Source: an optimization exercise on an open RTL-to-GDS flow (aim: small area and a short achievable clock period). Production flows keep margins and buffers that such runs may drop.
No run shown here included a check of the RTL's function; only the layout flow was run.

==> flow/design.v (outline; a module is shown in full before it is edited, if it fits) <==
// module FAS: 4401 lines
module FAS (data_valid, data, clk, rst, fir_d, fir_valid, fft_valid, done, freq,
 fft_d1, fft_d2, fft_d3, fft_d4, fft_d5, fft_d6, fft_d7, fft_d8,
 fft_d9, fft_d10, fft_d11, fft_d12, fft_d13, fft_d14, fft_d15, fft_d0);
  // ...
==> flow/flow/run.sh <==
#!/bin/bash
set -euo pipefail
export SETUP_SLACK_MARGIN=12.9
export BUFFER_PORTS_ARGS="-buffer_cell sky130_fd_sc_hd__buf_2"
R=orfs/results/sky130hd/FAS/base
bash standard.sh synth > flow_synth.log 2>&1
cp $R/1_2_yosys.v yosys_netlist_orig.v
python3 flow/fixfa.py yosys_netlist_orig.v $R/1_2_yosys.v > fixfa.log 2>&1
bash standard.sh > flow_layout.log 2>&1
==> flow/flow/fixfa.py <==
#!/usr/bin/env python3
"""Remove inverters around full-adder cells in a Yosys-mapped sky130 netlist.

A full adder is self-dual: FA(~a,~b,~c) = (~sum, ~cout). extract_fa leaves many inverters on the
inputs and outputs of the sky130 fa cells it places. This chooses, for each fa cell, whether it
computes on the true or the complemented signals so that as few inverters as possible remain,
then rewrites the netlist. Only inverters are added or removed; every other cell keeps its inputs'
logic values. Nets that are ports, and their inverter families, are left as they are.

usage: fixfa.py in.v out.v
"""
import re, sys, random
from collections import defaultdict

OUTPINS = {'X', 'Y', 'Q', 'Q_N', 'SUM', 'COUT', 'HI', 'LO'}
src = open(sys.argv[1]).read()
m = re.search(r'^module\s+(\w+)\s*\((.*?)\);', src, re.S | re.M)
ports = [p.strip() for p in m.group(2).replace('\n', ' ').split(',')]
body_start = m.end()
endm = src.rindex('endmodule')
body = src[body_start:endm]

cell_re = re.compile(r'^\s*(sky130_fd_sc_hd__\w+)\s+(\S+)\s*\((.*?)\);\s*$', re.S | re.M)
pin_re = re.compile(r'\.(\w+)\(\s*(.*?)\s*\)(?=\s*,|\s*$)', re.S)
cells = []
decl_lines = []
pos = 0
for cm in cell_re.finditer(body):
    cells.append([cm.group(1), cm.group(2), [(p, n.strip()) for p, n in pin_re.findall(cm.group(3))]])
# everything that is not a cell instance: declarations
rest = cell_re.sub('', body)
if re.search(r'\bassign\b', rest):
    sys.stderr.write('fixfa: netlist has assign statements; leaving it unchanged\n')
    open(sys.argv[2], 'w').write(src); sys.exit(0)

# port bit nets
port_decl = {}
for d in re.finditer(r'^\s*(input|output|inout)\s+(\[(\d+):(\d+)\]\s*)?(\S+?)\s*;', rest, re.M):
    port_decl[d.group(5)] = (d.group(1), d.group(3), d.group(4))
def is_port_net(n):
    base = n.split('[')[0].strip()
    return base in port_decl
isinv = lambda t: re.match(r'sky130_fd_sc_hd__(clk)?inv_\d+$', t) is not None
isfa = lambda t: re.match(r'sky130_fd_sc_hd__fa_\d+$', t) is not None

driver = {}
for ci, (t, name, pins) in enumerate(cells):
    for p, n in pins:
        if p in OUTPINS: driver[n] = (ci, p)
# root of each net through inverter chains
def root(n):
    par = 0; seen = 0
    while n in driver and isinv(cells[driver[n][0]][0]) and seen < 50:
        ci = driver[n][0]
        n = dict(cells[ci][2])['A']; par ^= 1; seen += 1
    return n, par
# families
fam_nets = defaultdict(set)
for ci, (t, name, pins) in enumerate(cells):
    for p, n in pins:
        r, _ = root(n); fam_nets[r].add(n)
frozen = set()
for r, ns in fam_nets.items():
    if any(is_port_net(n) for n in ns) or r not in driver: frozen.add(r)
# inverter cells in frozen families stay
# consumers per root: (ci, pin, parity)
cons = defaultdict(list)
for ci, (t, name, pins) in enumerate(cells):
    if isinv(t):
        r, _ = root(dict(pins)['A'])
        if r not in frozen: continue  # removed inverter: its consumers are attributed below
    for p, n in pins:
        if p in OUTPINS: continue
        r, par = root(n)
        if r in frozen: continue
        cons[r].append((ci, p, par))
fa_cells = [ci for ci, c in enumerate(cells) if isfa(c[0])]
flip = defaultdict(int)
fixed_fa = set()
for ci in fa_cells:
    for p, n in cells[ci][2]:
        if p in OUTPINS and n in frozen: fixed_fa.add(ci)
        if root(n)[0] in frozen: fixed_fa.add(ci)
fa_roots = defaultdict(set)
for ci in fa_cells:
    for p, n in cells[ci][2]:
        r = root(n)[0]
        if r not in frozen: fa_roots[ci].add(r)
SWAP = {'sky130_fd_sc_hd__xor2_1': 'sky130_fd_sc_hd__xnor2_1', 'sky130_fd_sc_hd__xnor2_1': 'sky130_fd_sc_hd__xor2_1'}
drv_fa = {}
swap_cells = []
for r in cons:
    ci, p = driver[r]
    if isfa(cells[ci][0]): drv_fa[r] = ci
    elif cells[ci][0] in SWAP and ci not in fixed_fa:
        drv_fa[r] = ci; swap_cells.append(ci); fa_roots[ci].add(r)
def native(r):
    ci = drv_fa.get(r)
    return flip[ci] if ci is not None else 0
def req(ci, p, par):
    return par ^ (flip[ci] if isfa(cells[ci][0]) else 0)
def cost(r):
    nat = native(r)
    return 1 if any(req(ci, p, par) != nat for ci, p, par in cons[r]) else 0
total0 = sum(cost(r) for r in cons)
order0 = [ci for ci in fa_cells if ci not in fixed_fa] + swap_cells
def optimize(seed, sweeps=150):
    import math
    random.seed(seed)
    for ci in order0: flip[ci] = 0
    cur = sum(cost(r) for r in cons)
    best = (cur, {ci: flip[ci] for ci in order0})
    order = list(order0)
    for sw in range(sweeps):
        T = 0.6 * (1 - sw / sweeps) + 0.01
        random.shuffle(order)
        for ci in order:
            rs = fa_roots[ci]
            before = sum(cost(r) for r in rs)
            flip[ci] ^= 1
            d = sum(cost(r) for r in rs) - before
            if d <= 0 or random.random() < math.exp(-d / T):
                cur += d
            else:
                flip[ci] ^= 1
        if cur < best[0]: best = (cur, {ci: flip[ci] for ci in order0})
    return best
best = None
for seed in range(3):
    c, fl = optimize(seed)
    if best is None or c < best[0]: best = (c, fl)
for ci, v in best[1].items(): flip[ci] = v
total1 = sum(cost(r) for r in cons)
ninv_old = sum(1 for c in cells if isinv(c[0]))
sys.stderr.write(f'fixfa: {len(fa_cells)} fa cells, {ninv_old} inverters; roots needing an inverter {total0} -> {total1}\n')

# rebuild
esc = lambda n: n + ' ' if n.startswith('\\') and not n.endswith(' ') else n
newnets = []
cnt = [0]
def newnet():
    cnt[0] += 1; n = f'_fixfa_n{cnt[0]}_'; newnets.append(n); return n
phys = {}   # (r, parity) -> net name
addcells = []
for r in cons:
    nat = native(r)
    if nat == 0:
        phys[(r, 0)] = r
    else:
        phys[(r, 1)] = newnet()
    need = set(req(ci, p, par) for ci, p, par in cons[r])
    other = 1 - nat
    if other in need:
        src_net = phys[(r, nat)]
        if other == 0:
            out = r   # true polarity keeps the original name
        else:
            out = newnet()
        phys[(r, other)] = out
        cnt[0] += 1
        addcells.append(['sky130_fd_sc_hd__inv_1', f'_fixfa_i{cnt[0]}_', [('A', src_net), ('Y', out)]])
out_cells = []
swap_set = set(swap_cells)
for ci, (t, name, pins) in enumerate(cells):
    if isinv(t):
        r, _ = root(dict(pins)['A'])
        if r not in frozen: continue
    newpins = []
    for p, n in pins:
        if p in OUTPINS:
            if n in cons or (n in driver and n == root(n)[0] and n in phys.values()):
                pass
            if n in cons:   # a non-frozen root driven here
                n = phys[(n, native(n))]
            newpins.append((p, n)); continue
        r, par = root(n)
        if r in frozen: newpins.append((p, n)); continue
        newpins.append((p, phys[(r, req(ci, p, par))]))
    if ci in swap_set and flip[ci]:
        t = SWAP[t]
        newpins = [({'X': 'Y', 'Y': 'X'}.get(p, p), n) for p, n in newpins]
    out_cells.append([t, name, newpins])
out_cells += addcells
# remove declarations of nets no longer used? keep them (harmless wires)
lines = [src[:body_start], rest.rstrip('\n') + '\n']
for n in newnets: lines.append(f'  wire {n};\n')
for t, name, pins in out_cells:
    lines.append(f'  {t} {esc(name)} (\n' + ',\n'.join(f'    .{p}({esc(n)})' for p, n in pins) + '\n  );\n')
lines.append('endmodule\n')
open(sys.argv[2], 'w').write(''.join(lines))
ninv_new = sum(1 for c in out_cells if isinv(c[0]))
sys.stderr.write(f'fixfa: inverters {ninv_old} -> {ninv_new}\n')
==> flow/standard.sh <==
#!/bin/bash
# synth_recipe.tcl (not shown) runs the flow's synth.tcl, then flattens the netlist and writes it again
# the make line also repeats each setting of config.mk as NAME=value (left out here)
make -C /OpenROAD-flow-scripts/flow DESIGN_CONFIG=/design/flow/config.mk WORK_HOME=/design/flow/orfs CLKGATE_MAP_FILE= SYNTH_SCRIPT=/design/flow/synth_recipe.tcl "${@:-finish}"
==> flow/config.mk <==
export PLATFORM = sky130hd
export DESIGN_NAME = FAS
export DESIGN_NICKNAME = FAS
export VERILOG_FILES = /design/flow/design.v
export SDC_FILE = /design/flow/constraint.sdc
export NUM_CORES = 8
export LEC_CHECK = 0
export CAP_MARGIN = 20
export CORE_MARGIN = 2
export CORE_UTILIZATION = 40
export CTS_CLUSTER_DIAMETER = 150
export CTS_CLUSTER_SIZE = 20
export SLEW_MARGIN = 20
==> flow/constraint.sdc <==
create_clock -name core_clock -period 18.0 [get_ports {clk}]
set_input_delay 3.6000 -clock core_clock [delete_from_list [all_inputs] [get_ports {clk}]]
set_output_delay 3.6000 -clock core_clock [all_outputs]
set_load 0.01 [all_outputs]
==> run_results.csv, run 1 <==
group,metric,value,unit
setup_path,crit_family,"simple AND/OR/NAND/NOR gates",
route,drt_first_iter_violations,5110,
global_route,grt.met3_usage,3.367,%
global_route,grt-ovfl-total,0,
timing,worst_slew_margin,24.02,%
floorplan,design.core.area,330800,sq um
final_layout,multi_input_gate_share_of_total_cell_area,54.15,%
final_layout,final_cells,17070,
route,met1Wirelength,159.3,mm
min_path,worstHoldEndpoint,"sFr[6]",
route,post_drt_wl_per_cell,22.28,um
min_path,hold_class,"reg -> reg",
route,final_antenna_net_count,0,
timing,max_slew.worst_pin.slew,1132,ps
cts,cts_root_buffer,"sky130_fd_sc_hd__clkbuf_16",
final_layout,sequential_cell_total,2394,
timing,finalHoldViolations,0,
final_layout,multi_input_comb_area,81810,sq um
final_layout,registers.top_by_ff_count,"x",
timing,timing.final.crit_period,5204,ps
outcome,status,"complete, no violations",
floorplan,chipHeight,580.8,um
setup_path,critPathMaxStageDelay,590,ps
setup_path,worstRegToRegCells,24,
run,max_cap_violations,0,
floorplan,floorplan.rows,211,
final_layout,area.share.sequential,32.35,%
==> run 2: changes to the inputs <==
--- a/flow/config.mk
+++ b/flow/config.mk
@@ -8,6 +8,4 @@
 export CAP_MARGIN = 20
 export CORE_MARGIN = 2
 export CORE_UTILIZATION = 40
-export CTS_CLUSTER_DIAMETER = 150
-export CTS_CLUSTER_SIZE = 20
 export SLEW_MARGIN = 20
==> run 2 against run 1 <==
Against the previous run: cell area up 4.2%; register-to-register slack improved by 30 ps; highest routed layer unchanged; flip-flop and latch count unchanged; die area unchanged; routed wire length is 1.4% higher; largest cell class unchanged; maximum frequency up 0.58%; via count up 1.8%; utilization grew 1.9 points.
==> run_results.csv, run 2 <==
group,metric,value,unit
global_route,grt-ovfl-total,0,
yosys,synth_area_per_cell,11.14,sq um
min_path,hold_class,"reg -> reg",
setup_path,worstPathCellList,"fa_2 > fa_1 > inv_2 > ha_4 > nand4_1 > nor2_1 > nor2_2 > o31ai_4 > buf_12 > a31o_4 > o211ai_4 > and2_4 > or4b_4 > nand2_4 > a21oi_2 > xnor2_2 > ha_2 > nand3_2 > nor3b_2 > nand3_1 > and4b_4 > and3_4 > o22ai_2 > xor2_1",
route,wl,385.5,mm
floorplan,chipHeight,580.8,um
timing,timing.setup.tns,0,ps
route,drt_first_iter_violations,5259,
run,max_cap_violations,0,
final_layout,final_cells,17420,
yosys,yosys_warnings,4,
yosys,syn_area,133100,sq um
setup_path,crit_required,18740,ps
final_layout,largestRegisters,"x (512), ch (480), d1 (136)",
cts,cts.clk_slew.worst_paths,60,ps
placed_design,hpwlAfterDp,304.1,mm
timing,setup-violations-final,0,
setup_path,timing.critical_path.fanout_max,6,
setup_path,data_arrival_time_of_the_worst_path,5910,ps
placed_design,finalWeightedCongestion,0.9559,
global_route,global_route_wire_length_before_repair,574.7,mm
cts,clock_tree.buffer_depth,4,
final_layout,registers.top_by_ff_count,"x",
placed_design,io_buffers,521,
timing,grt_setup_unrepaired,"yes",
floorplan,floorplan.initialDensity,40.23,%
final_layout,nets,15430,
final_layout,layout_commonest_cell,"sky130_fd_sc_hd__dfxtp_1",
final_layout,most-common-layout-cells,"2103 x sky130_fd_sc_hd__dfxtp_1, 1460 x sky130_fd_sc_hd__fa_1, 1210 x sky130_fd_sc_hd__inv_1, 979 x sky130_fd_sc_hd__ha_1, 676 x sky130_fd_sc_hd__nor2_1",
floorplan,design.core.area,330800,sq um
cts,worstSkewPairLatency,920,ps
placed_design,dpl.cell_count,16640,
cts,cts_hold_buf,0,
route,num_vias,87530,
cts,cts_sinks,2394,
setup_path,setup.worst_path.class,"reg -> reg",
floorplan,area_of_the_die,337300,sq um
yosys,syn_inst,11940,
final_layout,layout-drive-gt1-share,18.58,%
timing,timing.clock.skew,79.41,ps
route,number_of_search_and_repair_iterations_in_the_first_detailed_routing_pass,8,
setup_path,critPathMaxStageDelay,500,ps
global_route,groute.usage.overall,22.57,%
setup_path,endpoint_kind,"flop",
timing,max_slew.worst_pin.slew,1130,ps
timing,final_min_period_over_clock_period,28.74,%
route,drt_drc_violations_left,0,
timing,finalMaxSlewViolations,0,
setup_path,worst_setup_path_start_kind,"flop",
cts,cts-buffers-inserted,276,
global_route,first_global_vias,90830,
route,final_antenna_net_count,0,
timing,finalHoldViolations,0,
global_route,grt_antenna_before_repair,15,
floorplan,die_x,580.8,um
timing,timing.final.crit_period,5174,ps
outcome,status,"complete, no violations",
cts,cts_root_buffer,"sky130_fd_sc_hd__clkbuf_16",
route,post_drt_wl_per_cell,22.13,um
floorplan,i_o_pins,554,
final_layout,area_delta_synth_final,18.29,%
setup_path,critical-path-slowest-cell,"sky130_fd_sc_hd__fa_1",
cts,cts_tree,"done",
floorplan,floorplan.rows,211,
final_layout,largest_register_ff_count,512,
timing,fmax,193.3,MHz
timing,worst_slew_margin,24.11,%
cts,cts.htree.levels,5,
route,avgViaCountPerCell,5.024,
global_route,largest_net_degree_at_the_start_of_global_routing,96,
==> run 2: worst max-delay path: cells and delay by family, from the launching register on <==
| kind | cells | cell delay [ps] |
|---|---|---|
| flip-flops | 1 | 320 |
| buffers and inverters | 2 | 210 |
| adder cells (fa/ha/maj) | 4 | 1350 |
| XOR/XNOR | 2 | 320 |
| AND/OR/NAND/NOR | 11 | 2110 |
| AO/OA/AOI/OAI | 5 | 670 |
==> run 2: layout make-up <==
class                           count  area (sq um)
Antenna cell                        3         7.507
Fill cell                       30000        173400
Sequential cell                  2394         48990
Clock inverter                    119          1509
Timing Repair Buffer              919          6973
Clock buffer                      379          8025
Tap cell                         4366          5463
Multi-Input combinational cell   8007         81790
Inverter                         1234          4646
==> run 2: stage by stage <==
stage	worst slack (ps)	area, sq um	util [%]	hold WS [ps]
floorplan	12940	133200	-	309.6
global placement	11670	140800	42.56	309.6
detailed placement	11660	140800	42.56	312.1
CTS	12790	155500	47.02	266.6
global route	12560	157400	47.58	271.3
finish	12830	157400	47.58	279.7
==> run 2: final timing paths <==
kind	slack (ps)	depth (start not counted)	from	end
setup / recovery	12830	24	fir_r2585	fir_q[13]
hold / removal	280	0	sEr[6]	sFr[6]
setup reg to reg	12830	24	fir_r2585	fir_q[13]
hold reg to reg	280	0	sEr[6]	sFr[6]
max in group asynchronous	14830	2	rst	fft_v
min in group asynchronous	2780	2	rst	cnt[7]
==> run 2: metal layers <==
metal | wire [um] | vias to the layer above | track usage [%]
met4 | 20790 | 0 | 10.21
li1 | - | 41170 | -
met5 | 0 | - | 0
met3 | 21290 | 801 | 3.645
met2 | 182800 | 2487 | 38.00
met1 | 160600 | 43070 | 28.45
==> run 2: timing repair <==
item | 4_1_cts | 5_1_grt
setup buffers | 174 | 109
gates resized for setup | 1037 | 261
pin swaps | 148 | 222
endpoints found under the setup margin | 507 | 191
gates cloned | 1 | 1

what the ideal ports hide:
Ports are ideal in the flow. The routed layouts listed here were re-timed in OpenROAD. Step 1, drivers: a clkbuf_16 drives clk and a buf_2 each remaining input, both assumed. Step 2 adds t to the input delays and takes it off the output delays; t is the mean of the earliest and latest rising clock arrival at the registers after step 1. Input paths then give back, and output paths get back, about the clock's delay inside the block. Slacks: ideal / step 1 / step 2; pairs: ideal / step 1.
run	shift t [ns]	setup WS [ns]	worst data-port slew with drivers (ns)
run 1	0.952	12.796 / 12.787 / 12.796	0.05
run 2	0.984	12.826 / 12.769 / 12.826	0.05
After both steps setup and hold are still met in every run listed.
